This is an optimization exercise on Yosys and OpenROAD, whose aim is small area, a short achievable clock period and few clock cycles, not a production implementation. Only simulation tests tie the RTL to the original design; equivalence was not proved. No activity file was given, so power comes from the tool's default toggle rates.

## config.mk

```make
export PLATFORM = sky130hd
export DESIGN_NAME = cpu
export DESIGN_NICKNAME = cpu
export VERILOG_FILES = /design/flow/design.v
export SDC_FILE = /design/flow/constraint.sdc
export NUM_CORES = 4
export LEC_CHECK = 0
export CAP_MARGIN = 20
export CORE_MARGIN = 2
export CORE_UTILIZATION = 45
export CTS_BUF_LIST = sky130_fd_sc_hd__clkbuf_4 sky130_fd_sc_hd__clkbuf_8
export PLACE_DENSITY = 0.65
export SETUP_SLACK_MARGIN = 5
export SLEW_MARGIN = 20
export TNS_END_PERCENT = 0
```

## constraint.sdc

```tcl
create_clock -name core_clock -period 8.0 [get_ports {CLK}]
set_input_delay 1.6000 -clock core_clock [delete_from_list [all_inputs] [get_ports {CLK}]]
set_output_delay 1.6000 -clock core_clock [all_outputs]
set_load 0.01 [all_outputs]
```

## design.v

```verilog
module cpu (
  output [15:0] imem_addr,
  input  [15:0] imem_rdata,
  output [15:0] dmem_addr,
  input  [15:0] dmem_rdata,
  output [15:0] dmem_wdata,
  output        dmem_write,
  input         start,
  input         stop,
  input         CLK,
  input         RSTN
  );
  reg  [15:0] pc;         
  reg         run;        
  reg  [15:0] ir;         
  reg         rv;         
  reg  [15:0] ra, rb;     
  reg         e_st;       
  reg         e_wen;      
  reg         e_mlt;      
  reg         e_ld, e_sgt;
  reg  [2:0]  e_dst;
  reg  [127:0] rf;        
  reg  [7:0]  zf;         
  reg         e_add;      
  wire [1:0] op = ir[15:14];
  wire [2:0] fd = ir[13:11];
  wire [2:0] fs = ir[10:8];
  wire [2:0] ft = ir[7:5];
  wire [4:0] fn = ir[4:0];
  wire [15:0] imm = {{8{ir[7]}}, ir[7:0]};
  wire op0   = (op == 2'b00);
  wire d_st  = op0 & (fd == 3'b000) & (fn == 5'b00000);
  wire d_ld  = op0 & (ft == 3'b000) & (fn == 5'b00001);
  wire d_add = op0 & (fn == 5'b00010);
  wire d_sgt = op0 & (fn == 5'b00100);
  wire d_mlt = op0 & (fn == 5'b00101);
  wire d_li  = (op == 2'b01) & (fs == 3'b000);
  wire d_b   = (op == 2'b10) & (fd == 3'b000) & (fs == 3'b000);
  wire d_bnz = (op == 2'b10) & (fd == 3'b001);
  wire d_bz  = (op == 2'b10) & (fd == 3'b010);
  wire [15:0] sum = ra + rb;
  reg [15:0] cg, cl;
  integer q, r;
  always @* begin
    cg = ra & ~rb;
    cl = ~ra & rb;
    for (q = 1; q < 16; q = q * 2)
      for (r = 15; r >= 0; r = r - 1)
        if ((r % (2 * q)) == (2 * q - 1)) begin
          cg[r] = cg[r] | (~cl[r] & cg[r - q]);
          cl[r] = cl[r] | (~cg[r] & cl[r - q]);
        end
  end
  wire gt = cg[15];
  wire [15:0] res = ({16{e_ld}} & dmem_rdata) | {16{e_sgt & gt}} | ({16{e_add}} & sum);
  wire z_add = ((ra ^ rb) == {ra[14:0] | rb[14:0], 1'b0});
  wire z_ld  = (dmem_rdata == 16'h0000);
  wire z_ex  = e_ld ? z_ld : e_sgt ? ~gt : z_add;
  wire [15:0] mul_s, mul_c;
  wire s1 = (rb[0] & ra[13]) ^ (rb[1] & ra[12]);
  wire c2 = (rb[0] & ra[13]) & (rb[1] & ra[12]);
  wire s3 = (rb[0] & ra[14]) ^ (rb[1] & ra[13]) ^ (rb[2] & ra[12]);
  wire c4 = ((rb[0] & ra[14]) & (rb[1] & ra[13])) | ((rb[0] & ra[14]) & (rb[2] & ra[12])) | ((rb[1] & ra[13]) & (rb[2] & ra[12]));
  wire s5 = (rb[3] & ra[11]) ^ (rb[4] & ra[10]);
  wire c6 = (rb[3] & ra[11]) & (rb[4] & ra[10]);
  wire s7 = (rb[0] & ra[15]) ^ (rb[1] & ra[14]) ^ (rb[2] & ra[13]);
  wire c8 = ((rb[0] & ra[15]) & (rb[1] & ra[14])) | ((rb[0] & ra[15]) & (rb[2] & ra[13])) | ((rb[1] & ra[14]) & (rb[2] & ra[13]));
  wire s9 = (rb[3] & ra[12]) ^ (rb[4] & ra[11]) ^ (rb[5] & ra[10]);
  wire c10 = ((rb[3] & ra[12]) & (rb[4] & ra[11])) | ((rb[3] & ra[12]) & (rb[5] & ra[10])) | ((rb[4] & ra[11]) & (rb[5] & ra[10]));
  wire s11 = (rb[6] & ra[9]) ^ (rb[7] & ra[8]);
  wire c12 = (rb[6] & ra[9]) & (rb[7] & ra[8]);
  wire s13 = (rb[0] & ra[9]) ^ (rb[1] & ra[8]);
  wire c14 = (rb[0] & ra[9]) & (rb[1] & ra[8]);
  wire s15 = (rb[0] & ra[10]) ^ (rb[1] & ra[9]) ^ (rb[2] & ra[8]);
  wire c16 = ((rb[0] & ra[10]) & (rb[1] & ra[9])) | ((rb[0] & ra[10]) & (rb[2] & ra[8])) | ((rb[1] & ra[9]) & (rb[2] & ra[8]));
  wire s17 = (rb[3] & ra[7]) ^ (rb[4] & ra[6]);
  wire c18 = (rb[3] & ra[7]) & (rb[4] & ra[6]);
  wire s19 = (rb[0] & ra[11]) ^ (rb[1] & ra[10]) ^ (rb[2] & ra[9]);
  wire c20 = ((rb[0] & ra[11]) & (rb[1] & ra[10])) | ((rb[0] & ra[11]) & (rb[2] & ra[9])) | ((rb[1] & ra[10]) & (rb[2] & ra[9]));
  wire s21 = (rb[3] & ra[8]) ^ (rb[4] & ra[7]) ^ (rb[5] & ra[6]);
  wire c22 = ((rb[3] & ra[8]) & (rb[4] & ra[7])) | ((rb[3] & ra[8]) & (rb[5] & ra[6])) | ((rb[4] & ra[7]) & (rb[5] & ra[6]));
  wire s23 = (rb[6] & ra[5]) ^ (rb[7] & ra[4]);
  wire c24 = (rb[6] & ra[5]) & (rb[7] & ra[4]);
  wire s25 = (rb[0] & ra[12]) ^ (rb[1] & ra[11]) ^ (rb[2] & ra[10]);
  wire c26 = ((rb[0] & ra[12]) & (rb[1] & ra[11])) | ((rb[0] & ra[12]) & (rb[2] & ra[10])) | ((rb[1] & ra[11]) & (rb[2] & ra[10]));
  wire s27 = (rb[3] & ra[9]) ^ (rb[4] & ra[8]) ^ (rb[5] & ra[7]);
  wire c28 = ((rb[3] & ra[9]) & (rb[4] & ra[8])) | ((rb[3] & ra[9]) & (rb[5] & ra[7])) | ((rb[4] & ra[8]) & (rb[5] & ra[7]));
  wire s29 = (rb[6] & ra[6]) ^ (rb[7] & ra[5]) ^ (rb[8] & ra[4]);
  wire c30 = ((rb[6] & ra[6]) & (rb[7] & ra[5])) | ((rb[6] & ra[6]) & (rb[8] & ra[4])) | ((rb[7] & ra[5]) & (rb[8] & ra[4]));
  wire s31 = (rb[9] & ra[3]) ^ (rb[10] & ra[2]);
  wire c32 = (rb[9] & ra[3]) & (rb[10] & ra[2]);
  wire s33 = (rb[2] & ra[11]) ^ (rb[3] & ra[10]) ^ (rb[4] & ra[9]);
  wire c34 = ((rb[2] & ra[11]) & (rb[3] & ra[10])) | ((rb[2] & ra[11]) & (rb[4] & ra[9])) | ((rb[3] & ra[10]) & (rb[4] & ra[9]));
  wire s35 = (rb[5] & ra[8]) ^ (rb[6] & ra[7]) ^ (rb[7] & ra[6]);
  wire c36 = ((rb[5] & ra[8]) & (rb[6] & ra[7])) | ((rb[5] & ra[8]) & (rb[7] & ra[6])) | ((rb[6] & ra[7]) & (rb[7] & ra[6]));
  wire s37 = (rb[8] & ra[5]) ^ (rb[9] & ra[4]) ^ (rb[10] & ra[3]);
  wire c38 = ((rb[8] & ra[5]) & (rb[9] & ra[4])) | ((rb[8] & ra[5]) & (rb[10] & ra[3])) | ((rb[9] & ra[4]) & (rb[10] & ra[3]));
  wire s39 = (rb[11] & ra[2]) ^ (rb[12] & ra[1]) ^ (rb[13] & ra[0]);
  wire c40 = ((rb[11] & ra[2]) & (rb[12] & ra[1])) | ((rb[11] & ra[2]) & (rb[13] & ra[0])) | ((rb[12] & ra[1]) & (rb[13] & ra[0]));
  wire s41 = (rb[5] & ra[9]) ^ (rb[6] & ra[8]) ^ (rb[7] & ra[7]);
  wire c42 = ((rb[5] & ra[9]) & (rb[6] & ra[8])) | ((rb[5] & ra[9]) & (rb[7] & ra[7])) | ((rb[6] & ra[8]) & (rb[7] & ra[7]));
  wire s43 = (rb[8] & ra[6]) ^ (rb[9] & ra[5]) ^ (rb[10] & ra[4]);
  wire c44 = ((rb[8] & ra[6]) & (rb[9] & ra[5])) | ((rb[8] & ra[6]) & (rb[10] & ra[4])) | ((rb[9] & ra[5]) & (rb[10] & ra[4]));
  wire s45 = (rb[11] & ra[3]) ^ (rb[12] & ra[2]) ^ (rb[13] & ra[1]);
  wire c46 = ((rb[11] & ra[3]) & (rb[12] & ra[2])) | ((rb[11] & ra[3]) & (rb[13] & ra[1])) | ((rb[12] & ra[2]) & (rb[13] & ra[1]));
  wire s47 = (rb[14] & ra[0]) ^ s3 ^ s5;
  wire c48 = ((rb[14] & ra[0]) & s3) | ((rb[14] & ra[0]) & s5) | (s3 & s5);
  wire s49 = (rb[8] & ra[7]) ^ (rb[9] & ra[6]) ^ (rb[10] & ra[5]);
  wire c50 = ((rb[8] & ra[7]) & (rb[9] & ra[6])) | ((rb[8] & ra[7]) & (rb[10] & ra[5])) | ((rb[9] & ra[6]) & (rb[10] & ra[5]));
  wire s51 = (rb[11] & ra[4]) ^ (rb[12] & ra[3]) ^ (rb[13] & ra[2]);
  wire c52 = ((rb[11] & ra[4]) & (rb[12] & ra[3])) | ((rb[11] & ra[4]) & (rb[13] & ra[2])) | ((rb[12] & ra[3]) & (rb[13] & ra[2]));
  wire s53 = (rb[14] & ra[1]) ^ (rb[15] & ra[0]) ^ s7;
  wire c54 = ((rb[14] & ra[1]) & (rb[15] & ra[0])) | ((rb[14] & ra[1]) & s7) | ((rb[15] & ra[0]) & s7);
  wire s55 = s9 ^ s11 ^ c4;
  wire c56 = (s9 & s11) | (s9 & c4) | (s11 & c4);
  wire s57 = (rb[0] & ra[6]) ^ (rb[1] & ra[5]);
  wire c58 = (rb[0] & ra[6]) & (rb[1] & ra[5]);
  wire s59 = (rb[0] & ra[7]) ^ (rb[1] & ra[6]) ^ (rb[2] & ra[5]);
  wire c60 = ((rb[0] & ra[7]) & (rb[1] & ra[6])) | ((rb[0] & ra[7]) & (rb[2] & ra[5])) | ((rb[1] & ra[6]) & (rb[2] & ra[5]));
  wire s61 = (rb[3] & ra[4]) ^ (rb[4] & ra[3]);
  wire c62 = (rb[3] & ra[4]) & (rb[4] & ra[3]);
  wire s63 = (rb[0] & ra[8]) ^ (rb[1] & ra[7]) ^ (rb[2] & ra[6]);
  wire c64 = ((rb[0] & ra[8]) & (rb[1] & ra[7])) | ((rb[0] & ra[8]) & (rb[2] & ra[6])) | ((rb[1] & ra[7]) & (rb[2] & ra[6]));
  wire s65 = (rb[3] & ra[5]) ^ (rb[4] & ra[4]) ^ (rb[5] & ra[3]);
  wire c66 = ((rb[3] & ra[5]) & (rb[4] & ra[4])) | ((rb[3] & ra[5]) & (rb[5] & ra[3])) | ((rb[4] & ra[4]) & (rb[5] & ra[3]));
  wire s67 = (rb[6] & ra[2]) ^ (rb[7] & ra[1]);
  wire c68 = (rb[6] & ra[2]) & (rb[7] & ra[1]);
  wire s69 = (rb[2] & ra[7]) ^ (rb[3] & ra[6]) ^ (rb[4] & ra[5]);
  wire c70 = ((rb[2] & ra[7]) & (rb[3] & ra[6])) | ((rb[2] & ra[7]) & (rb[4] & ra[5])) | ((rb[3] & ra[6]) & (rb[4] & ra[5]));
  wire s71 = (rb[5] & ra[4]) ^ (rb[6] & ra[3]) ^ (rb[7] & ra[2]);
  wire c72 = ((rb[5] & ra[4]) & (rb[6] & ra[3])) | ((rb[5] & ra[4]) & (rb[7] & ra[2])) | ((rb[6] & ra[3]) & (rb[7] & ra[2]));
  wire s73 = (rb[8] & ra[1]) ^ (rb[9] & ra[0]) ^ s13;
  wire c74 = ((rb[8] & ra[1]) & (rb[9] & ra[0])) | ((rb[8] & ra[1]) & s13) | ((rb[9] & ra[0]) & s13);
  wire s75 = (rb[5] & ra[5]) ^ (rb[6] & ra[4]) ^ (rb[7] & ra[3]);
  wire c76 = ((rb[5] & ra[5]) & (rb[6] & ra[4])) | ((rb[5] & ra[5]) & (rb[7] & ra[3])) | ((rb[6] & ra[4]) & (rb[7] & ra[3]));
  wire s77 = (rb[8] & ra[2]) ^ (rb[9] & ra[1]) ^ (rb[10] & ra[0]);
  wire c78 = ((rb[8] & ra[2]) & (rb[9] & ra[1])) | ((rb[8] & ra[2]) & (rb[10] & ra[0])) | ((rb[9] & ra[1]) & (rb[10] & ra[0]));
  wire s79 = s15 ^ s17 ^ c14;
  wire c80 = (s15 & s17) | (s15 & c14) | (s17 & c14);
  wire s81 = (rb[8] & ra[3]) ^ (rb[9] & ra[2]) ^ (rb[10] & ra[1]);
  wire c82 = ((rb[8] & ra[3]) & (rb[9] & ra[2])) | ((rb[8] & ra[3]) & (rb[10] & ra[1])) | ((rb[9] & ra[2]) & (rb[10] & ra[1]));
  wire s83 = (rb[11] & ra[0]) ^ s19 ^ s21;
  wire c84 = ((rb[11] & ra[0]) & s19) | ((rb[11] & ra[0]) & s21) | (s19 & s21);
  wire s85 = s23 ^ c16 ^ c18;
  wire c86 = (s23 & c16) | (s23 & c18) | (c16 & c18);
  wire s87 = (rb[11] & ra[1]) ^ (rb[12] & ra[0]) ^ s25;
  wire c88 = ((rb[11] & ra[1]) & (rb[12] & ra[0])) | ((rb[11] & ra[1]) & s25) | ((rb[12] & ra[0]) & s25);
  wire s89 = s27 ^ s29 ^ s31;
  wire c90 = (s27 & s29) | (s27 & s31) | (s29 & s31);
  wire s91 = c20 ^ c22 ^ c24;
  wire c92 = (c20 & c22) | (c20 & c24) | (c22 & c24);
  wire s93 = s1 ^ s33 ^ s35;
  wire c94 = (s1 & s33) | (s1 & s35) | (s33 & s35);
  wire s95 = s37 ^ s39 ^ c26;
  wire c96 = (s37 & s39) | (s37 & c26) | (s39 & c26);
  wire s97 = c28 ^ c30 ^ c32;
  wire c98 = (c28 & c30) | (c28 & c32) | (c30 & c32);
  wire s99 = c2 ^ s41 ^ s43;
  wire c100 = (c2 & s41) | (c2 & s43) | (s41 & s43);
  wire s101 = s45 ^ s47 ^ c34;
  wire c102 = (s45 & s47) | (s45 & c34) | (s47 & c34);
  wire s103 = c36 ^ c38 ^ c40;
  wire c104 = (c36 & c38) | (c36 & c40) | (c38 & c40);
  wire s105 = c6 ^ s49 ^ s51;
  wire c106 = (c6 & s49) | (c6 & s51) | (s49 & s51);
  wire s107 = s53 ^ s55 ^ c42;
  wire c108 = (s53 & s55) | (s53 & c42) | (s55 & c42);
  wire s109 = c44 ^ c46 ^ c48;
  wire c110 = (c44 & c46) | (c44 & c48) | (c46 & c48);
  wire s111 = (rb[0] & ra[4]) ^ (rb[1] & ra[3]);
  wire c112 = (rb[0] & ra[4]) & (rb[1] & ra[3]);
  wire s113 = (rb[0] & ra[5]) ^ (rb[1] & ra[4]) ^ (rb[2] & ra[3]);
  wire c114 = ((rb[0] & ra[5]) & (rb[1] & ra[4])) | ((rb[0] & ra[5]) & (rb[2] & ra[3])) | ((rb[1] & ra[4]) & (rb[2] & ra[3]));
  wire s115 = (rb[3] & ra[2]) ^ (rb[4] & ra[1]);
  wire c116 = (rb[3] & ra[2]) & (rb[4] & ra[1]);
  wire s117 = (rb[2] & ra[4]) ^ (rb[3] & ra[3]) ^ (rb[4] & ra[2]);
  wire c118 = ((rb[2] & ra[4]) & (rb[3] & ra[3])) | ((rb[2] & ra[4]) & (rb[4] & ra[2])) | ((rb[3] & ra[3]) & (rb[4] & ra[2]));
  wire s119 = (rb[5] & ra[1]) ^ (rb[6] & ra[0]) ^ s57;
  wire c120 = ((rb[5] & ra[1]) & (rb[6] & ra[0])) | ((rb[5] & ra[1]) & s57) | ((rb[6] & ra[0]) & s57);
  wire s121 = (rb[5] & ra[2]) ^ (rb[6] & ra[1]) ^ (rb[7] & ra[0]);
  wire c122 = ((rb[5] & ra[2]) & (rb[6] & ra[1])) | ((rb[5] & ra[2]) & (rb[7] & ra[0])) | ((rb[6] & ra[1]) & (rb[7] & ra[0]));
  wire s123 = s59 ^ s61 ^ c58;
  wire c124 = (s59 & s61) | (s59 & c58) | (s61 & c58);
  wire s125 = (rb[8] & ra[0]) ^ s63 ^ s65;
  wire c126 = ((rb[8] & ra[0]) & s63) | ((rb[8] & ra[0]) & s65) | (s63 & s65);
  wire s127 = s67 ^ c60 ^ c62;
  wire c128 = (s67 & c60) | (s67 & c62) | (c60 & c62);
  wire s129 = s69 ^ s71 ^ s73;
  wire c130 = (s69 & s71) | (s69 & s73) | (s71 & s73);
  wire s131 = c64 ^ c66 ^ c68;
  wire c132 = (c64 & c66) | (c64 & c68) | (c66 & c68);
  wire s133 = s75 ^ s77 ^ s79;
  wire c134 = (s75 & s77) | (s75 & s79) | (s77 & s79);
  wire s135 = c70 ^ c72 ^ c74;
  wire c136 = (c70 & c72) | (c70 & c74) | (c72 & c74);
  wire s137 = s81 ^ s83 ^ s85;
  wire c138 = (s81 & s83) | (s81 & s85) | (s83 & s85);
  wire s139 = c76 ^ c78 ^ c80;
  wire c140 = (c76 & c78) | (c76 & c80) | (c78 & c80);
  wire s141 = s87 ^ s89 ^ s91;
  wire c142 = (s87 & s89) | (s87 & s91) | (s89 & s91);
  wire s143 = c82 ^ c84 ^ c86;
  wire c144 = (c82 & c84) | (c82 & c86) | (c84 & c86);
  wire s145 = s93 ^ s95 ^ s97;
  wire c146 = (s93 & s95) | (s93 & s97) | (s95 & s97);
  wire s147 = c88 ^ c90 ^ c92;
  wire c148 = (c88 & c90) | (c88 & c92) | (c90 & c92);
  wire s149 = s99 ^ s101 ^ s103;
  wire c150 = (s99 & s101) | (s99 & s103) | (s101 & s103);
  wire s151 = c94 ^ c96 ^ c98;
  wire c152 = (c94 & c96) | (c94 & c98) | (c96 & c98);
  wire s153 = s105 ^ s107 ^ s109;
  wire c154 = (s105 & s107) | (s105 & s109) | (s107 & s109);
  wire s155 = c100 ^ c102 ^ c104;
  wire c156 = (c100 & c102) | (c100 & c104) | (c102 & c104);
  wire s157 = (rb[0] & ra[3]) ^ (rb[1] & ra[2]);
  wire c158 = (rb[0] & ra[3]) & (rb[1] & ra[2]);
  wire s159 = (rb[2] & ra[2]) ^ (rb[3] & ra[1]) ^ (rb[4] & ra[0]);
  wire c160 = ((rb[2] & ra[2]) & (rb[3] & ra[1])) | ((rb[2] & ra[2]) & (rb[4] & ra[0])) | ((rb[3] & ra[1]) & (rb[4] & ra[0]));
  wire s161 = (rb[5] & ra[0]) ^ s113 ^ s115;
  wire c162 = ((rb[5] & ra[0]) & s113) | ((rb[5] & ra[0]) & s115) | (s113 & s115);
  wire s163 = s117 ^ s119 ^ c114;
  wire c164 = (s117 & s119) | (s117 & c114) | (s119 & c114);
  wire s165 = s121 ^ s123 ^ c118;
  wire c166 = (s121 & s123) | (s121 & c118) | (s123 & c118);
  wire s167 = s125 ^ s127 ^ c122;
  wire c168 = (s125 & s127) | (s125 & c122) | (s127 & c122);
  wire s169 = s129 ^ s131 ^ c126;
  wire c170 = (s129 & s131) | (s129 & c126) | (s131 & c126);
  wire s171 = s133 ^ s135 ^ c130;
  wire c172 = (s133 & s135) | (s133 & c130) | (s135 & c130);
  wire s173 = s137 ^ s139 ^ c134;
  wire c174 = (s137 & s139) | (s137 & c134) | (s139 & c134);
  wire s175 = s141 ^ s143 ^ c138;
  wire c176 = (s141 & s143) | (s141 & c138) | (s143 & c138);
  wire s177 = s145 ^ s147 ^ c142;
  wire c178 = (s145 & s147) | (s145 & c142) | (s147 & c142);
  wire s179 = s149 ^ s151 ^ c146;
  wire c180 = (s149 & s151) | (s149 & c146) | (s151 & c146);
  wire s181 = s153 ^ s155 ^ c150;
  wire c182 = (s153 & s155) | (s153 & c150) | (s155 & c150);
  wire s183 = (rb[0] & ra[2]) ^ (rb[1] & ra[1]);
  wire c184 = (rb[0] & ra[2]) & (rb[1] & ra[1]);
  wire s185 = (rb[2] & ra[1]) ^ (rb[3] & ra[0]) ^ s157;
  wire c186 = ((rb[2] & ra[1]) & (rb[3] & ra[0])) | ((rb[2] & ra[1]) & s157) | ((rb[3] & ra[0]) & s157);
  wire s187 = s111 ^ s159 ^ c158;
  wire c188 = (s111 & s159) | (s111 & c158) | (s159 & c158);
  wire s189 = c112 ^ s161 ^ c160;
  wire c190 = (c112 & s161) | (c112 & c160) | (s161 & c160);
  wire s191 = c116 ^ s163 ^ c162;
  wire c192 = (c116 & s163) | (c116 & c162) | (s163 & c162);
  wire s193 = c120 ^ s165 ^ c164;
  wire c194 = (c120 & s165) | (c120 & c164) | (s165 & c164);
  wire s195 = c124 ^ s167 ^ c166;
  wire c196 = (c124 & s167) | (c124 & c166) | (s167 & c166);
  wire s197 = c128 ^ s169 ^ c168;
  wire c198 = (c128 & s169) | (c128 & c168) | (s169 & c168);
  wire s199 = c132 ^ s171 ^ c170;
  wire c200 = (c132 & s171) | (c132 & c170) | (s171 & c170);
  wire s201 = c136 ^ s173 ^ c172;
  wire c202 = (c136 & s173) | (c136 & c172) | (s173 & c172);
  wire s203 = c140 ^ s175 ^ c174;
  wire c204 = (c140 & s175) | (c140 & c174) | (s175 & c174);
  wire s205 = c144 ^ s177 ^ c176;
  wire c206 = (c144 & s177) | (c144 & c176) | (s177 & c176);
  wire s207 = c148 ^ s179 ^ c178;
  wire c208 = (c148 & s179) | (c148 & c178) | (s179 & c178);
  wire s209 = c152 ^ s181 ^ c180;
  wire c210 = (c152 & s181) | (c152 & c180) | (s181 & c180);
  assign mul_s = {s209, s207, s205, s203, s201, s199, s197, s195, s193, s191, s189, s187, s185, (rb[2] & ra[0]), (rb[0] & ra[1]), (rb[0] & ra[0])};
  assign mul_c = {c208, c206, c204, c202, c200, c198, c196, c194, c192, c190, c188, c186, c184, s183, (rb[1] & ra[0]), 1'b0};
  wire [15:0] rf_s = rf[{fs, 4'b0000} +: 16];
  wire [15:0] rf_t = rf[{ft, 4'b0000} +: 16];
  wire fwd_s = e_wen & (e_dst == fs);
  wire fwd_t = e_wen & (e_dst == ft);
  wire busy = e_mlt;
  wire sa_f = ~busy & ~d_li & fwd_s;
  wire sa_r = ~busy & ~d_li & ~fwd_s & ~zf[fs];
  wire sb_i = ~busy & d_li;
  wire sb_f = ~busy & ~d_li & fwd_t;
  wire sb_r = ~busy & ~d_li & ~fwd_t & ~zf[ft];
  wire [15:0] ra_d = ({16{e_mlt}} & mul_s) |
                     ({16{sa_f}} & res) | ({16{sa_r}} & rf_s);
  wire [15:0] rb_d = ({16{e_mlt}} & mul_c) |
                     ({16{sb_f}} & res) | ({16{sb_r}} & rf_t) | ({16{sb_i}} & imm);
  wire issue  = rv & run & ~busy;
  wire fetch  = ~rv | issue;
  wire tk1 = issue & (d_b | d_bz);
  wire tk0 = issue & (d_b | d_bnz);
  wire [8:0]  lo_t   = {1'b0, pc[7:0]} + {1'b0, ir[7:0]};
  wire [8:0]  lo_i   = {1'b0, pc[7:0]} + 9'd1;
  wire [7:0]  hi_inc = pc[15:8] + 8'd1;
  wire [7:0]  hi_dec = pc[15:8] - 8'd1;
  wire [15:0] pc_inc = {lo_i[8] ? hi_inc : pc[15:8], lo_i[7:0]};
  wire [15:0] target = {(lo_t[8] & ~ir[7]) ? hi_inc :
                        (~lo_t[8] & ir[7]) ? hi_dec : pc[15:8], lo_t[7:0]};
  wire [15:0] pc_n  = fetch ? pc_inc : pc;
  wire [15:0] pc_z1 = tk1 ? target : pc_n;
  wire [15:0] pc_z0 = tk0 ? target : pc_n;
  wire        rv_z1 = ~tk1 & (rv | fetch);
  wire        rv_z0 = ~tk0 & (rv | fetch);
  wire [15:0] pc_r  = zf[fs] ? pc_z1 : pc_z0;
  wire        rv_r  = zf[fs] ? rv_z1 : rv_z0;
  wire [15:0] pc_d  = ~fwd_s ? pc_r : z_ex ? pc_z1 : pc_z0;
  wire        rv_d  = ~fwd_s ? rv_r : z_ex ? rv_z1 : rv_z0;
  always @(posedge CLK or negedge RSTN) begin
    if (!RSTN) begin
      pc    <= 16'h0000;
      run   <= 1'b0;
      rv    <= 1'b0;
      e_st  <= 1'b0;
      e_wen <= 1'b0;
      e_mlt <= 1'b0;
      zf    <= 8'hff;
    end else begin
      if (start)
        run <= 1'b1;
      else if (stop)
        run <= 1'b0;
      pc <= pc_d;
      rv <= rv_d;
      e_st  <= issue & d_st;
      e_wen <= (issue & (d_ld | d_add | d_sgt | d_li)) | e_mlt;
      e_mlt <= issue & d_mlt;
      if (e_wen) begin
        zf[e_dst] <= z_ex;
      end
    end
  end
  always @(posedge CLK) begin
    if (fetch)
      ir <= imem_rdata;
    ra <= ra_d;
    rb <= rb_d;
    if (busy) begin
      e_ld  <= 1'b0;
      e_sgt <= 1'b0;
      e_add <= 1'b1;
    end else begin
      e_ld  <= d_ld;
      e_sgt <= d_sgt;
      e_add <= ~d_ld & ~d_sgt;
      e_dst <= fd;
    end
  end
  genvar i;
  generate
    for (i = 0; i < 8; i = i + 1) begin : g_rf
      always @(posedge CLK) begin
        if (e_wen && e_dst == i)
          rf[16*i +: 16] <= res;
      end
    end
  endgenerate
  assign imem_addr  = pc;
  assign dmem_addr  = ra;
  assign dmem_wdata = rb;
  assign dmem_write = e_st;
endmodule
```

## flow/run.sh

```bash
#!/bin/bash
# The standard layout (standard.sh) with two changes:
#  - the port buffers are plain buf_1 cells rather than the delay buffers
#    buffer_ports picks itself;
#  - synthesis leaves adders to ABC instead of first extracting full and
#    half adder cells (ADDER_MAP_FILE empty), which maps the multiplier trees
#    and adders both smaller and faster. Registers are untouched by this.
set -euo pipefail
export BUFFER_PORTS_ARGS="-buffer_cell sky130_fd_sc_hd__buf_1"
bash standard.sh ADDER_MAP_FILE= finish > standard.log 2>&1
```

## standard.sh

```bash
#!/bin/bash
# synth_recipe.tcl (not shown) runs the flow's synth.tcl, then flattens the netlist and writes it again
# the make line also repeats each setting of config.mk as NAME=value (left out here)
make -C /OpenROAD-flow-scripts/flow DESIGN_CONFIG=/design/flow/config.mk WORK_HOME=/design/flow/orfs CLKGATE_MAP_FILE= SYNTH_SCRIPT=/design/flow/synth_recipe.tcl "${@:-finish}"
```

==> results_dict.tcl, run 1 <==
set metrics [dict create \
    vias 11200 \
    clk_latency_ps 530 \
    synth-simple-area-share 0.124 \
    yosys.area.top_type "edfxtp_1" \
    crit_chain "buf_6 -> nor4b_4 -> nand3_1 -> o32ai_2 -> a31oi_4 -> a31oi_4 -> mux2i_4 -> mux2i_1 -> a41oi_1 -> xnor2_1" \
    die_height_um 184 \
    dieWidth_um 184 \
    status "timing/DRC/antenna clean" \
    final.setup.tns_ps 0 \
    dpl_cell_area_mm2 0.0153 \
    crit_family "compound AO/OA/AOI/OAI gates" \
    core_mm2 0.0317 \
    finalNonFillerCells 1855 \
    dp_cells 1770 \
    cp.buffers_inverters 1 \
    synth-seq-area-share 0.402 \
    critical_path.endpoint_type "flip-flop" \
    fmax_mhz 298 \
    syn_to_final_growth_pct 12.2 \
    p_comb_frac 0.360 \
    tightest_slew_ps 1040 \
    crit_path_frequent_cell "a31oi_4" \
    drt_first_pass_iters 6 \
    fillers 2765 \
    port_buffers 84 \
    clock-sinks 211 \
    slowest_delay_ps 370 \
    die-area_mm2 0.0338 \
    drv_cap 0 \
    rsz0062_at_grt "yes" \
    track_usage 0.248 \
    drt_wl_total_um 41900 \
    cts.clk_slew.worst_paths_ps 60 \
    cpMaxStageDelayCell "mux2i_4" \
    synth_seq_cells 211 \
    grt_start_max_net_pins 41 \
    cts_tree "yes" \
    floorplan.initialDensity 0.459 \
    cts_hold_buf 0 \
    synthCells 1347 \
    pre_cts_ws_ps 3370 \
    drt-wirelength-per-cell_um 22.6 \
    critPathKind "in -> reg" \
    yosysWarningCount 1 \
    place_hpwl_um 28300 \
    drive_gt1_frac 0.195 \
    pwr-share-clk 0.254 \
    syn_area_mm2 0.0146 \
    grt_pass1_wl_um 63800 \
    num-nets-final 1462 \
    synth-xor-area-share 0.155 \
    setup_viol 0 \
    synth_top_family_by_area "XOR/XNOR gates" \
    power.switching_mw 1.49 \
    hold_viol 0 \
    ant_nets 0 \
    synth_edf_count 147 \
    cp.arrival_ps 3760 \
    viasPerCell 6.05 \
    clockBufferDepth 3 \
    worst-path-max-fanout 7 \
    diodes 0 \
    slew_viol_final 0 \
    synth.top_cell.area_share 0.303 \
    period_share 0.419 \
    ios 85 \
    synth_nets 1383 \
    synth_area_leaders "edfxtp_1, mux4_2, xnor2_1" \
    swShare 0.374 \
    power_leakage_nw 5.47 \
    mostFrequentLayoutCells "nand2_1, xnor2_1, edfxtp_1" \
    htree_levels 2 \
    max_slew_margin 0.303 \
    p_int_mw 2.50 \
    num_rows 65 \
    antenna_found_initial 1 \
    synthAdderAreaFrac 0.0498 \
    synth.avg_cell_area_um2 10.8 \
    synthMuxAreaShare 0.134 \
    synthDistinctLibCells 90 \
    route.detailed.drc 0 \
    hold_class "reg -> reg" \
    fin_total_pwr_mw 3.99 \
    seqPwrFrac 0.386 \
    grt.overflow.total 0 \
    start_kind "input port" \
    skew_ps 21.7 \
    mostFrequentLayoutCell "nand2_1" \
    synth_compound_area_frac 0.0981 \
    ys.flop_type "edfxtp_1" \
    async_reset_ff_frac 0.137 \
    critPathRequiredTime_ps 8400 \
    place_congestion 0.869 \
    fin_area_mm2 0.0163 \
    ir_worst_vdd_mv 0.106 \
    numCtsBuffers 35 \
    setup_slack_ps 4650 \
    cts_root_buf "clkbuf_8" \
    power.density_mw_per_mm2 244 \
    fin_crit_ps 3350 \
    drtIter0Drc 916 \
    grt_pass1_vias 10800 \
]
-- routing by layer --
layer / track usage / share of wire / vias to the layer above
met1: 0.333 / 0.41 / 5559
met3: 0.0313 / 0.070 / 98
li1: - / - / 5068
met4: 0.0922 / 0.035 / 2
met5: 0 / 0.00019 / -
met2: 0.413 / 0.48 / 492
-- cell families (layout without fill, tap and decap cells) --
| group | Yosys count | in the layout |
|---|---|---|
| simple gates | 382 | 382 |
| xor+xnor | 236 | 236 |
| compound gates | 214 | 214 |
| flops | 211 | 211 |
| buf+inv | 125 | 230 |
| mux | 108 | 109 |
| fa+ha+maj | 71 | 71 |
-- power groups by stage --
stage | logic (mW) | clock network (mW) | registers (mW)
finish | 1.44 | 1.02 | 1.54
global route | 1.55 | 1.08 | 1.55
CTS | 1.41 | 1.04 | 1.53
detailed placement | 1.37 | 0 | 1.55
global placement | 1.35 | 0 | 1.54
floorplan | 1.07 | 0 | 1.45
-- Yosys cell counts (21+ instances only) --
cell,number
inv_1,32
a21oi_1,68
mux4_2,68
clkbuf_1,43
nor2_1,64
o21ai_0,42
buf_2,27
xor2_1,62
dfrtp_1,21
nand2_1,183
xnor2_1,160
dfxtp_1,35
edfxtp_1,147
mux2i_1,30
maj3_1,63
-- area by class of cell --
class / count / area (um^2) / share of cell area
Inverter: 33 / 128 / 0.00781
Multi-Input combinational cell: 1012 / 8360 / 0.511
Sequential cell: 211 / 5880 / 0.360
Clock inverter: 21 / 186 / 0.0114
Tap cell: 402 / 503 / 0.0308
Clock buffer: 43 / 561 / 0.0343
Timing Repair Buffer: 133 / 726 / 0.0444
-- stage by stage --
stage,util,hold slack (ps)
after global placement,0.481,465
final,0.515,511
after global routing,0.515,528
after CTS,0.511,510
after detailed placement,0.481,469
after floorplan,-,468
-- what timing repair did --
| item | CTS | global route |
|---|---|---|
| pin swaps | 4 | 8 |
| cloned | 1 | 0 |
| gates resized for setup | 36 | 22 |
| endpoints found under the setup margin | 199 | 150 |
| setup buffers | 11 | 9 |
| endpoints found under the hold margin | 0 | 0 |
-- worst paths after layout --
kind / startpoint / endpoint / slack (ps) / cells past startpoint
max in group asynchronous: RSTN / pc[15] / 6370 / 1
worst min register to register: ra[0] / ra[0] / 510 / 2
worst max-delay path: dmem_rdata[4] / pc[11] / 4650 / 10
worst min-delay path: ra[0] / ra[0] / 510 / 2
min in group asynchronous: RSTN / rv / 1140 / 1
worst max register to register: ra[1] / rf[93] / 4660 / 13
-- flip-flops by register name, indices dropped and copies added, names as in the netlist --
name	cells
rf	128
ir	16
pc	16
ra	16
rb	16
zf	8
e_dst	3
e_add	1
e_ld	1
e_mlt	1
e_sgt	1
e_st	1
e_wen	1
run	1
rv	1
-- worst register-to-register path, cell delays in order, from the launching register on --
cell and delay (ps):
dfxtp_4 390, buf_6 190, nor2_4 140, a21oi_2 80, o21ai_2 230, o21ai_2 110
maj3_4 370, a22o_4 280, maj3_4 370, o21ai_1 140, o31ai_1 110, a311oi_2 300
buf_4 190, clkinvlp_4 160
Testbench counts, summed over its fixed seeds: cycles 31,856.
==> run 2, diff against run 1 <==
==> flow/run.sh (replaced) <==
#!/bin/bash
# The standard layout (standard.sh) with three changes:
#  - the port buffers are plain buf_1 cells rather than the delay buffers
#    buffer_ports picks itself;
#  - synthesis leaves adders to ABC instead of first extracting full and
#    half adder cells (ADDER_MAP_FILE empty), which maps the multiplier tree
#    and adders both smaller and faster. Registers are untouched by this;
#  - clock tree synthesis adds no dummy loads to balance the tree.
set -euo pipefail
export BUFFER_PORTS_ARGS="-buffer_cell sky130_fd_sc_hd__buf_1"
export CTS_ARGS="-sink_clustering_enable -repair_clock_nets -buf_list {sky130_fd_sc_hd__clkbuf_4 sky130_fd_sc_hd__clkbuf_8} -dont_use_dummy_load"
bash standard.sh ADDER_MAP_FILE= finish > standard.log 2>&1
--- a/config.mk
+++ b/config.mk
@@ -8,5 +8,5 @@
 export CAP_MARGIN = 20
 export CORE_MARGIN = 2
-export CORE_UTILIZATION = 45
+export CORE_UTILIZATION = 50
 export CTS_BUF_LIST = sky130_fd_sc_hd__clkbuf_4 sky130_fd_sc_hd__clkbuf_8
 export PLACE_DENSITY = 0.65
==> results_dict.tcl, run 2 <==
set metrics [dict create \
    clk_latency_ps 520 \
    synth_compound_area_frac 0.0981 \
    start_kind "input port" \
    synth_edf_count 147 \
    synth_seq_cells 211 \
    dpl_cell_area_mm2 0.0152 \
    skew_ps 47.0 \
    syn_to_final_growth_pct 11.0 \
    max_slew_margin 0.305 \
    synthAdderAreaFrac 0.0498 \
    power.density_mw_per_mm2 231 \
    die-area_mm2 0.0305 \
    grt.overflow.total 0 \
    mostFrequentLayoutCells "nand2_1, xnor2_1, edfxtp_1" \
    reg2reg_from "rb[11]" \
    fin_total_pwr_mw 3.74 \
    synth_top_family_by_area "XOR/XNOR gates" \
    clock-sinks 211 \
    reg2reg_depth 11 \
    drv_cap 0 \
    rsz0062_at_grt "yes" \
    largest_reg_flops 128 \
    track_usage 0.270 \
    reg2reg_to "pc[11]" \
    cts_root_buf "clkbuf_8" \
    period_share 0.415 \
    synth.most_common_cell "nand2_1" \
    synth-simple-area-share 0.124 \
    grt_start_max_net_pins 40 \
    drtIter0Drc 1117 \
    drt-wirelength-per-cell_um 22.9 \
    synth-seq-area-share 0.402 \
    fin_area_mm2 0.0162 \
    synthCells 1347 \
    synth-xor-area-share 0.155 \
    setup_slack_ps 4680 \
    cts.clk_slew.worst_paths_ps 60 \
    synth.top_cell.area_share 0.303 \
    critical_path.endpoint_type "flip-flop" \
    setup_viol 0 \
    cts_tree "yes" \
    cts_hold_buf 0 \
    regArea_mm2 0.00590 \
    place_congestion 0.881 \
    tightest_slew_ps 1030 \
    power_leakage_nw 5.33 \
    die_height_um 175 \
    synth_nets 1383 \
    viasPerCell 6.10 \
    synthDistinctLibCells 90 \
    fmax_mhz 301 \
    drt_first_pass_iters 5 \
    num-nets-final 1455 \
    hold_class "reg -> reg" \
    num_rows 62 \
    async_reset_ff_frac 0.137 \
    ys.flop_type "edfxtp_1" \
    ff2ff_setup_slack_ps 4700 \
    ys_top_cells_by_count "nand2_1, xnor2_1, edfxtp_1" \
    yosysWarningCount 1 \
    slew_viol_final 0 \
    status "timing/DRC/antenna clean" \
    synth.avg_cell_area_um2 10.8 \
    multi_input_area_mm2 0.00845 \
    synthMuxAreaShare 0.134 \
    htree_levels 2 \
    regMostFlops "rf" \
    yosys.area.top_type "edfxtp_1" \
    syn_area_mm2 0.0146 \
    synth_area_leaders "edfxtp_1, mux4_2, xnor2_1" \
    ant_nets 0 \
    fillers 2466 \
    cp.arrival_ps 3690 \
    ir_worst_vdd_mv 0.127 \
    place_hpwl_um 28000 \
    drt_wl_total_um 41300 \
    hold_viol 0 \
    diodes 0 \
    port_buffers 84 \
    antenna_found_initial 0 \
    grt_pass1_wl_um 63300 \
    core_mm2 0.0287 \
    critPathRequiredTime_ps 8370 \
    final.setup.tns_ps 0 \
    critPathKind "in -> reg" \
    grt_pass1_vias 10700 \
    fin_crit_ps 3320 \
    mostFrequentLayoutCell "nand2_1" \
    pre_cts_ws_ps 3470 \
    whs_endpoint "zf[0]" \
    hp-start "zf[0]" \
    floorplan.initialDensity 0.507 \
    vias 11000 \
    dieWidth_um 175 \
    ios 85 \
    drive_gt1_frac 0.194 \
    clockBufferDepth 3 \
    numCtsBuffers 34 \
    route.detailed.drc 0 \
    worst-path-max-fanout 6 \
    whs_path_depth 2 \
]
## run 2: cell counts after synthesis
No cell type changed its count.
## run 2: where the power goes
group	internal (mW)	total (mW)	switching, mW
sequential	1.34	1.55	0.209
combinational	0.604	1.45	0.842
clock	0.376	0.749	0.373
total	2.32	3.74	1.42
## run 2: final cells by class
cell class / count / area share
Timing Repair Buffer: 127 / 0.0457
Tap cell: 384 / 0.0297
Inverter: 33 / 0.00766
Clock buffer: 34 / 0.0289
Multi-Input combinational cell: 1012 / 0.523
Sequential cell: 211 / 0.365
## run 2: cells by family (layout without fill, tap and decap cells)
kind of cell             Yosys count  in the layout
AO/OA/AOI/OAI                    214            214
XOR/XNOR                         236            236
adder cells (fa/ha/maj)           71             71
buffers and inverters            125            194
flip-flops                       211            211
multiplexers                     108            109
AND/OR/NAND/NOR                  382            382
## run 2: layer usage
| metal | vias to the layer above | wire length, um | GRT usage |
|---|---|---|---|
| met3 | 85 | 2700 | 0.0296 |
| met4 | 0 | 1490 | 0.106 |
| met1 | 5453 | 17000 | 0.364 |
| met5 | - | 0 | 0 |
| li1 | 5039 | - | - |
| met2 | 414 | 20000 | 0.450 |
## run 2: worst max-delay path: stages
cell and delay (ps):
buf_8 100, nor4_4 270, nand3_2 160, o32ai_4 150, a31oi_4 90, a31oi_4 300
mux2i_4 390, mux2i_2 300, a41oi_2 160, xnor2_1 160
## run 2: how the worst max path moves through the flow
stage	from	to	slack [ps]
2_1_floorplan	dmem_rdata[8]	pc[11]	4600
3_3_place_gp	dmem_rdata[8]	pc[11]	3500
3_5_place_dp	dmem_rdata[8]	pc[11]	3470
4_1_cts	dmem_rdata[13]	pc[11]	4700
5_1_grt	dmem_rdata[6]	pc[11]	4580
6_report	dmem_rdata[13]	pc[11]	4680
## run 2: repair_timing
item / in CTS / in global routing
gates resized for setup: 62 / 36
pin swaps: 11 / 10
buffers inserted: 9 / 7
gates cloned: 1 / 1
setup endpoints to repair: 184 / 142
endpoints found under the hold margin: 0 / 0
## run 2: per-stage QoR
stage,util,hold WS [ps],std cells
floorplan,-,468,1347
global placement,0.530,495,1749
detailed placement,0.530,501,1749
CTS,0.556,509,1793
global route,0.563,534,1801
finish,0.563,509,1801
==> run 3, diff against run 2 <==
--- a/config.mk
+++ b/config.mk
@@ -8,7 +8,7 @@
 export CAP_MARGIN = 20
 export CORE_MARGIN = 2
-export CORE_UTILIZATION = 50
+export CORE_UTILIZATION = 40
 export CTS_BUF_LIST = sky130_fd_sc_hd__clkbuf_4 sky130_fd_sc_hd__clkbuf_8
-export PLACE_DENSITY = 0.65
+export PLACE_DENSITY = 0.5
 export SETUP_SLACK_MARGIN = 5
 export SLEW_MARGIN = 20
==> results_dict.tcl, run 3 <==
set metrics [dict create \
    ir_worst_vdd_mv 0.113 \
    core_mm2 0.0357 \
    yosys.area.top_type "edfxtp_1" \
    use_met2 0.392 \
    fmax_mhz 316 \
    critPathRequiredTime_ps 8420 \
    multi_input_area_mm2 0.00855 \
    drt_wl_total_um 46200 \
    cts.clk_slew.worst_paths_ps 60 \
    synth-seq-area-share 0.402 \
    die-area_mm2 0.0380 \
    drt-wirelength-per-cell_um 24.2 \
    cts_root_buf "clkbuf_8" \
    numCtsBuffers 36 \
    hold_viol 0 \
    drv_cap 0 \
    cts_hold_buf 0 \
    regArea_mm2 0.00590 \
    cts_tree "yes" \
    clock-sinks 211 \
    dpl_cell_area_mm2 0.0154 \
    critical_path.endpoint_type "flip-flop" \
    htree_levels 2 \
    dp_cells 1833 \
    top_usage_layer "met2" \
    power_leakage_nw 5.58 \
    clockBufferDepth 3 \
    mostFrequentLayoutCell "nand2_1" \
    grt_use_met1 0.318 \
    place_congestion 0.832 \
    grt_pass1_vias 11000 \
    synth.most_common_cell "nand2_1" \
    hold_class "reg -> reg" \
    start_kind "input port" \
    fillers 3333 \
    worst-path-max-fanout 6 \
    diodes 0 \
    synth_seq_cells 211 \
    grt_start_max_net_pins 41 \
    crit_chain "buf_6 -> nor4b_4 -> nand3_2 -> o32ai_4 -> a31oi_4 -> a31oi_4 -> mux2i_4 -> mux2i_1 -> a41oi_1 -> xnor2_1" \
    slowest_delay_ps 360 \
    cpMaxStageDelayCell "mux2i_4" \
    dieWidth_um 195 \
    mostFrequentLayoutCells "nand2_1, xnor2_1, edfxtp_1" \
    reg2reg_depth 13 \
    synthCells 1347 \
    port_buffers 84 \
    drtIter0Drc 749 \
    vias 11100 \
    setup_viol 0 \
    whs_endpoint "zf[1]" \
    setup_slack_ps 4830 \
    grt_pass1_wl_um 68200 \
    crit_path_frequent_cell "a31oi_4" \
    ff2ff_setup_slack_ps 4850 \
    grt.overflow.total 0 \
    floorplan.initialDensity 0.408 \
    viasPerCell 5.81 \
    synthDistinctLibCells 90 \
    final.setup.tns_ps 0 \
    cp.arrival_ps 3580 \
    whs_path_depth 2 \
    fin_area_mm2 0.0168 \
    syn_area_mm2 0.0146 \
    route.detailed.drc 0 \
    pre_cts_ws_ps 3470 \
    ys.flop_type "edfxtp_1" \
    fin_crit_ps 3170 \
    synth.top_cell.area_share 0.303 \
    largest_reg_flops 128 \
    finalNonFillerCells 1911 \
    yosysWarningCount 1 \
    drt_first_pass_iters 5 \
    async_reset_ff_frac 0.137 \
    status "timing/DRC/antenna clean" \
    critPathKind "in -> reg" \
    die_height_um 195 \
    rsz0062_at_grt "yes" \
    antenna_found_initial 0 \
    drive_gt1_frac 0.219 \
    place_hpwl_um 30300 \
    synth_nets 1383 \
    clk_latency_ps 530 \
    grt_util_met3 0.0444 \
    fin_total_pwr_mw 3.92 \
    reg2reg_from "rb[1]" \
    skew_ps 29.2 \
    synth.avg_cell_area_um2 10.8 \
    period_share 0.396 \
    synth_edf_count 147 \
    whs_ps 507 \
    ios 85 \
    max_slew_margin 0.225 \
    hp-start "zf[1]" \
    num-nets-final 1488 \
    tightest_slew_ps 1160 \
    num_rows 69 \
    slew_viol_final 0 \
    track_usage 0.239 \
    reg2reg_to "rf[61]" \
    synth_area_leaders "edfxtp_1, mux4_2, xnor2_1" \
    ys_top_cells_by_count "nand2_1, xnor2_1, edfxtp_1" \
    fin_util 0.471 \
    power.density_mw_per_mm2 233 \
    syn_to_final_growth_pct 15.5 \
    regMostFlops "rf" \
    ant_nets 0 \
]
==> run 3: cell count changes in the layout (fill, tap and decap cells not counted), moves of 3 or more <==
cell / previous run / this run
nand2_2: 4 / 7
buf_4: 37 / 49
nand2_1: 179 / 176
clkbuf_8: 34 / 37
buf_12: 1 / 8
clkbuf_16: 1 / 4
dfxtp_2: 16 / 12
buf_6: 8 / 12
==> run 3: worst max-delay path: cells and delay by family <==
family          cells  cell delay, ps
xor+xnor            1             160
compound gates      4             650
buf+inv             1             100
simple gates        2             440
mux                 2             620
==> run 3: cell families (layout without fill, tap and decap cells) <==
group | after synthesis | count (layout) | share of synthesized area
AO/OA/AOI/OAI | 214 | 214 | 0.0981
AND/OR/NAND/NOR | 382 | 382 | 0.124
buffers and inverters | 125 | 227 | 0.0375
multiplexers | 108 | 109 | 0.134
flip-flops | 211 | 211 | 0.402
XOR/XNOR | 236 | 236 | 0.155
adder cells (fa/ha/maj) | 71 | 71 | 0.0498
==> run 3: layout make-up <==
cell class	count	share of cell area
inverter	33	0.00751
sequential	211	0.351
multi-input combinational	1012	0.508
tap	461	0.0343
clock buffer	36	0.0295
timing repair buffer	158	0.0695
==> run 3: what timing repair did <==
item,in CTS,in global routing
cloned,2,5
resized for setup,81,58
pin swaps,12,21
buffers inserted,19,16
setup endpoints to repair,194,123
==> run 3: worst max path at each step <==
stage | to | startpoint
6_report | pc[11] | dmem_rdata[4]
5_1_grt | rf[77] | rb[1]
4_1_cts | pc[11] | dmem_rdata[4]
3_5_place_dp | pc[11] | dmem_rdata[4]
3_3_place_gp | pc[11] | dmem_rdata[4]
2_1_floorplan | pc[11] | dmem_rdata[8]
==> run 3: layer usage <==
layer | share of wire | routed length, um | vias to the layer above
li1 | - | - | 5111
met1 | 0.43 | 20000 | 5549
met5 | 0 | 0 | -
met2 | 0.48 | 22100 | 376
met4 | 0.030 | 1390 | 0
met3 | 0.059 | 2720 | 76
==> run 3: power breakdown <==
part / switching, mW / internal [mW] / total, mW
registers: 0.180 / 1.34 / 1.52
clock network: 0.393 / 0.397 / 0.790
logic: 0.936 / 0.675 / 1.61
total: 1.51 / 2.41 / 3.92
==> run 4, diff against run 3 <==
--- a/config.mk
+++ b/config.mk
@@ -10,5 +10,5 @@
 export CORE_UTILIZATION = 40
 export CTS_BUF_LIST = sky130_fd_sc_hd__clkbuf_4 sky130_fd_sc_hd__clkbuf_8
-export PLACE_DENSITY = 0.5
+export PLACE_DENSITY = 0.6
 export SETUP_SLACK_MARGIN = 5
 export SLEW_MARGIN = 20
==> results_dict.tcl, run 4 <==
set metrics [dict create \
    status "timing/DRC/antenna clean" \
    num_rows 69 \
    critPathKind "in -> reg" \
    critical_path.endpoint_type "flip-flop" \
    drt-wirelength-per-cell_um 22.9 \
    synthCells 1347 \
    final.setup.tns_ps 0 \
    fin_total_pwr_mw 3.80 \
    rsz0062_at_grt "yes" \
    drv_cap 0 \
    synth_edf_count 147 \
    die_height_um 195 \
    finalNonFillerCells 1888 \
    synth-seq-area-share 0.402 \
    top_usage_layer "met2" \
    yosys.area.top_type "edfxtp_1" \
    mostFrequentLayoutCells "nand2_1, xnor2_1, edfxtp_1" \
    ios 85 \
    clock-sinks 211 \
    synth_nets 1383 \
    skew_ps 26.9 \
    clockBufferDepth 3 \
    grt_util_met3 0.0312 \
    port_buffers 84 \
    synth_seq_cells 211 \
    grt_use_met1 0.299 \
    syn_area_mm2 0.0146 \
    cts.clk_slew.worst_paths_ps 60 \
    ir_worst_vdd_mv 0.0728 \
    numCtsBuffers 34 \
    tightest_slew_ps 1120 \
    num-nets-final 1465 \
    hold_class "reg -> reg" \
    critPathRequiredTime_ps 8450 \
    drive_gt1_frac 0.200 \
    drt_wl_total_um 43300 \
    place_congestion 0.867 \
    period_share 0.410 \
    grt_pass1_vias 11000 \
    grt.overflow.total 0 \
    route.detailed.drc 0 \
    cts_tree "yes" \
    grt_start_max_net_pins 41 \
    dieWidth_um 195 \
    hold_viol 0 \
    setup_viol 0 \
    clk_latency_ps 530 \
    fin_util 0.458 \
    synth.top_cell.area_share 0.303 \
    grt_pass1_wl_um 66400 \
    largest_reg_flops 128 \
    regMostFlops "rf" \
    dp_cells 1829 \
    fin_crit_ps 3280 \
    htree_levels 2 \
    die-area_mm2 0.0380 \
    synth.avg_cell_area_um2 10.8 \
    ys.flop_type "edfxtp_1" \
    max_slew_margin 0.247 \
    drtIter0Drc 1004 \
    antenna_found_initial 0 \
    worst-path-max-fanout 11 \
    power_leakage_nw 5.39 \
    diodes 0 \
    place_hpwl_um 29300 \
    syn_to_final_growth_pct 12.4 \
    core_mm2 0.0357 \
    use_met2 0.384 \
    cts_hold_buf 0 \
    floorplan.initialDensity 0.408 \
    fmax_mhz 305 \
    synth_area_leaders "edfxtp_1, mux4_2, xnor2_1" \
    start_kind "input port" \
    power.density_mw_per_mm2 232 \
    synth.most_common_cell "nand2_1" \
    ant_nets 0 \
    mostFrequentLayoutCell "nand2_1" \
    vias 11100 \
    track_usage 0.228 \
    cp.arrival_ps 3730 \
    async_reset_ff_frac 0.137 \
    viasPerCell 5.87 \
    ys_top_cells_by_count "nand2_1, xnor2_1, edfxtp_1" \
    slew_viol_final 0 \
    synthDistinctLibCells 90 \
    yosysWarningCount 1 \
    drt_first_pass_iters 7 \
    cts_root_buf "clkbuf_8" \
]
run 4: cell types whose count changed in the layout (fill, tap and decap cells not counted), moves of 3 or more:
| cell | previous run | this run |
|---|---|---|
| dfxtp_4 | 10 | 7 |
| nor2_2 | 7 | 10 |
| buf_12 | 8 | 4 |
| buf_6 | 12 | 8 |
| o21ai_2 | 5 | 2 |
| clkbuf_8 | 37 | 34 |
| o21ai_1 | 4 | 8 |
| buf_4 | 49 | 41 |
| clkbuf_16 | 4 | 0 |
| buf_1 | 76 | 81 |
| dfxtp_2 | 12 | 16 |
run 4: final cells by class:
| type | count | area [um^2] |
|---|---|---|
| clock buffer | 34 | 468 |
| fill | 3298 | 19400 |
| inverter | 33 | 128 |
| multi-input combinational | 1012 | 8480 |
| sequential | 211 | 5900 |
| tap | 461 | 577 |
| timing repair buffer | 137 | 817 |
run 4: final timing paths:
path / start / to / slack [ps] / cells after the start
worst min register to register: zf[5] / zf[5] / 510 / 2
max in group asynchronous: RSTN / pc[0] / 6290 / 1
min in group asynchronous: RSTN / pc[2] / 1160 / 1
worst min-delay path: zf[5] / zf[5] / 510 / 2
worst max-delay path: dmem_rdata[7] / pc[14] / 4720 / 13
worst max register to register: ra[1] / rf[125] / 4760 / 13
run 4: critical path: stages:
cell and delay, ps:
buf_8 100, nor4b_4 380, nand3_1 140, o32ai_2 160, a31oi_4 90, a31oi_4 270
buf_6 150, buf_12 100, mux2i_4 240, buf_12 160, nor3_1 50, a21oi_1 160
xnor2_1 130
run 4: kinds of logic (layout without fill, tap and decap cells):
logic type,after synthesis,after routing,synth area share
AO/OA/AOI/OAI,214,214,0.0981
XOR/XNOR,236,236,0.155
adder cells (fa/ha/maj),71,71,0.0498
buffers and inverters,125,204,0.0375
flip-flops,211,211,0.402
multiplexers,108,109,0.134
AND/OR/NAND/NOR,382,382,0.124
run 4: what timing repair did:
action / in CTS / in global routing
hold endpoints to repair: 0 / 0
gates resized for setup: 47 / 51
gates cloned: 1 / 0
setup buffers: 11 / 13
setup endpoints to repair: 201 / 188
pin swaps: 12 / 11
run 4: routing by layer:
layer,vias to the layer above,routed length (um)
li1,5063,-
met1,5518,18000
met2,416,21000
met3,91,2740
met4,0,1520
met5,-,0
run 4: report_power, final:
group	total (mW)	internal, mW	switching, mW
clock network	0.765	0.376	0.389
registers	1.54	1.34	0.205
logic	1.49	0.626	0.867
total	3.80	2.34	1.46
run 4: stage by stage:
stage	setup slack, ps	hold slack [ps]	instance area (um^2)
after global routing	4640	538	16400
after global placement	3400	491	15300
after floorplan	4600	468	14600
after detailed placement	3340	496	15300
final	4720	507	16400
after CTS	4690	504	16100
==> run 5, diff against run 4 <==
--- a/config.mk
+++ b/config.mk
@@ -6,5 +6,5 @@
 export NUM_CORES = 4
 export LEC_CHECK = 0
-export CAP_MARGIN = 20
+export CAP_MARGIN = 0
 export CORE_MARGIN = 2
 export CORE_UTILIZATION = 40
@@ -12,4 +12,4 @@
 export PLACE_DENSITY = 0.6
 export SETUP_SLACK_MARGIN = 5
-export SLEW_MARGIN = 20
+export SLEW_MARGIN = 0
 export TNS_END_PERCENT = 0
==> results_dict.tcl, run 5 <==
set metrics [dict create \
    status "timing/DRC/antenna clean" \
    largest_reg_flops 128 \
    rsz0062_at_grt "yes" \
    synthCells 1347 \
    synth_area_leaders "edfxtp_1, mux4_2, xnor2_1" \
    antenna_found_initial 0 \
    max_slew_margin 0.247 \
    clockBufferDepth 3 \
    track_usage 0.228 \
    fin_crit_ps 3280 \
    hold_class "reg -> reg" \
    ant_nets 0 \
    die-area_mm2 0.0380 \
    syn_to_final_growth_pct 12.4 \
    clock-sinks 211 \
    p_int_mw 2.34 \
    period_share 0.410 \
    ys.flop_type "edfxtp_1" \
    slew_viol_final 0 \
    hold_viol 0 \
    vias 11100 \
    synth_seq_cells 211 \
    fillers 3298 \
    crit_chain "buf_8 -> nor4b_4 -> nand3_1 -> o32ai_2 -> a31oi_4 -> a31oi_4 -> buf_6 -> buf_12 -> mux2i_4 -> buf_12 -> nor3_1 -> a21oi_1 -> xnor2_1" \
    diodes 0 \
    synth_nets 1383 \
    cpMaxStageDelayCell "nor4b_4" \
    mostFrequentLayoutCells "nand2_1, xnor2_1, edfxtp_1" \
    grt_pass1_wl_um 66400 \
    grt_start_max_net_pins 41 \
    drt_first_pass_iters 7 \
    finalNonFillerCells 1888 \
    die_height_um 195 \
    ir_worst_vdd_mv 0.0728 \
    setup_slack_ps 4720 \
    synth.avg_cell_area_um2 10.8 \
    grt.overflow.total 0 \
    viasPerCell 5.87 \
    synth-seq-area-share 0.402 \
    critical_path.endpoint_type "flip-flop" \
    synth_edf_count 147 \
    route.detailed.drc 0 \
    start_kind "input port" \
    synth.top_cell.area_share 0.303 \
    pre_cts_ws_ps 3340 \
    htree_levels 2 \
    swShare 0.384 \
    grt_pass1_vias 11000 \
    drt-wirelength-per-cell_um 22.9 \
    whs_ps 507 \
    seqPwrFrac 0.406 \
    regMostFlops "rf" \
    numCtsBuffers 34 \
    cts.clk_slew.worst_paths_ps 60 \
    port_buffers 84 \
    yosys.area.top_type "edfxtp_1" \
    final.setup.tns_ps 0 \
    clk_latency_ps 530 \
    drive_gt1_frac 0.200 \
    drtIter0Drc 1004 \
    cp.arrival_ps 3730 \
    async_reset_ff_frac 0.137 \
    power.density_mw_per_mm2 232 \
    dieWidth_um 195 \
    critPathKind "in -> reg" \
    critPathRequiredTime_ps 8450 \
    synth.most_common_cell "nand2_1" \
    dp_cells 1829 \
    pwr-share-clk 0.201 \
    cts_tree "yes" \
    ys_top_cells_by_count "nand2_1, xnor2_1, edfxtp_1" \
    synthDistinctLibCells 90 \
    power_leakage_nw 5.39 \
    drv_cap 0 \
    num_rows 69 \
    ios 85 \
    setup_viol 0 \
    yosysWarningCount 1 \
    slowest_delay_ps 380 \
    power.switching_mw 1.46 \
    worst-path-max-fanout 11 \
    core_mm2 0.0357 \
    p_comb_frac 0.393 \
    place_congestion 0.867 \
    skew_ps 26.9 \
    syn_area_mm2 0.0146 \
    place_hpwl_um 29300 \
    fmax_mhz 305 \
    floorplan.initialDensity 0.408 \
    tightest_slew_ps 1120 \
    num-nets-final 1465 \
    cts_hold_buf 0 \
    drt_wl_total_um 43300 \
    mostFrequentLayoutCell "nand2_1" \
    cts_root_buf "clkbuf_8" \
]
[run 5: cell counts after synthesis]
Identical to the previous run, type by type.
[run 5: final cells by class]
| cell class | instances | area (um^2) | area share |
|---|---|---|---|
| tap | 461 | 577 | 0.0352 |
| timing repair buffer | 137 | 817 | 0.0499 |
| multi-input combinational | 1012 | 8480 | 0.518 |
| clock buffer | 34 | 468 | 0.0286 |
| inverter | 33 | 128 | 0.00780 |
| sequential | 211 | 5900 | 0.360 |
[run 5: per-stage QoR]
| step | power, mW | utilization | cell area, um^2 |
|---|---|---|---|
| after global routing | 3.99 | 0.458 | 16400 |
| final | 3.80 | 0.458 | 16400 |
| after CTS | 3.76 | 0.450 | 16100 |
| after floorplan | 2.52 | - | 14600 |
| after detailed placement | 2.93 | 0.429 | 15300 |
| after global placement | 2.92 | 0.429 | 15300 |
[run 5: what timing repair did]
item,CTS,global route
setup endpoints to repair,201,188
pin swaps,12,11
gates resized for setup,47,51
buffers inserted,11,13
cloned,1,0
[run 5: cell families after synthesis]
logic type,count (synthesis),synth area share
fa+ha+maj,71,0.0498
buf+inv,125,0.0375
compound gates,214,0.0981
xor+xnor,236,0.155
mux,108,0.134
simple gates,382,0.124
flops,211,0.402
[run 5: worst max-delay path: cells and delay by family]
| kind | cells | cell delay (ps) |
|---|---|---|
| xor+xnor | 1 | 130 |
| mux | 1 | 240 |
| simple gates | 3 | 570 |
| compound gates | 4 | 680 |
| buf+inv | 4 | 510 |
[run 5: power by group through the flow]
stage	sequential, mW	clock [mW]	combinational [mW]
2_1_floorplan	1.45	0	1.07
3_3_place_gp	1.54	0	1.37
3_5_place_dp	1.55	0	1.39
4_1_cts	1.53	0.782	1.44
5_1_grt	1.56	0.822	1.61
6_report	1.54	0.765	1.49
[run 5: layer usage]
metal	routed length, um	part of all wire	up-vias	global-route usage
li1	-	-	5063	-
met1	18000	0.42	5518	0.299
met2	21000	0.49	416	0.384
met3	2740	0.063	91	0.0312
met4	1520	0.035	0	0.0876
met5	0	0	-	0
[run 5: final timing paths]
path	from	end	slack [ps]	cells past startpoint
max	dmem_rdata[7]	pc[14]	4720	13
min	zf[5]	zf[5]	510	2
max reg2reg	ra[1]	rf[125]	4760	13
min reg2reg	zf[5]	zf[5]	510	2
max in group asynchronous	RSTN	pc[0]	6290	1
min in group asynchronous	RSTN	pc[2]	1160	1

==> port drivers added, routing unchanged <==
Ports are ideal in the flow. The routed layouts listed here were re-timed in OpenROAD.
Step 1: set_driving_cell puts a clkbuf_16 on CLK and a buf_2 on each other input, an assumption about the parent block.
Step 2 adds t to the input delays and takes it off the output delays; t is the mean of the earliest and latest rising clock arrival at the registers after step 1. Input paths then give back, and output paths get back, about the clock's delay inside the block.
a / b / c = no drivers / after step 1 / after step 2; a / b = the first two.
| run | t, ns | slack for setup (ns) | worst hold slack (ns) | worst setup path after step 2 | worst register clock-pin slew, ns |
|---|---|---|---|---|---|
| run 1 | 0.567 | 4.649 / 4.654 / 4.088 | 0.511 / 0.511 / 0.511 | input to register | 0.07 / 0.07 |
| run 2 | 0.541 | 4.683 / 4.681 / 4.139 | 0.509 / 0.509 / 0.509 | input to register | 0.06 / 0.06 |
| run 3 | 0.568 | 4.833 / 4.848 / 4.280 | 0.507 / 0.507 / 0.507 | input to register | 0.06 / 0.06 |
| run 4 | 0.565 | 4.720 / 4.729 / 4.165 | 0.507 / 0.507 / 0.507 | input to register | 0.07 / 0.07 |
| run 5 | 0.565 | 4.720 / 4.729 / 4.165 | 0.507 / 0.507 / 0.507 | input to register | 0.07 / 0.07 |
After both steps every run listed still meets setup and hold. The setup slack of run 1, which loses most, moves by +0.005 ns with the drivers and by -0.561 ns with both steps.
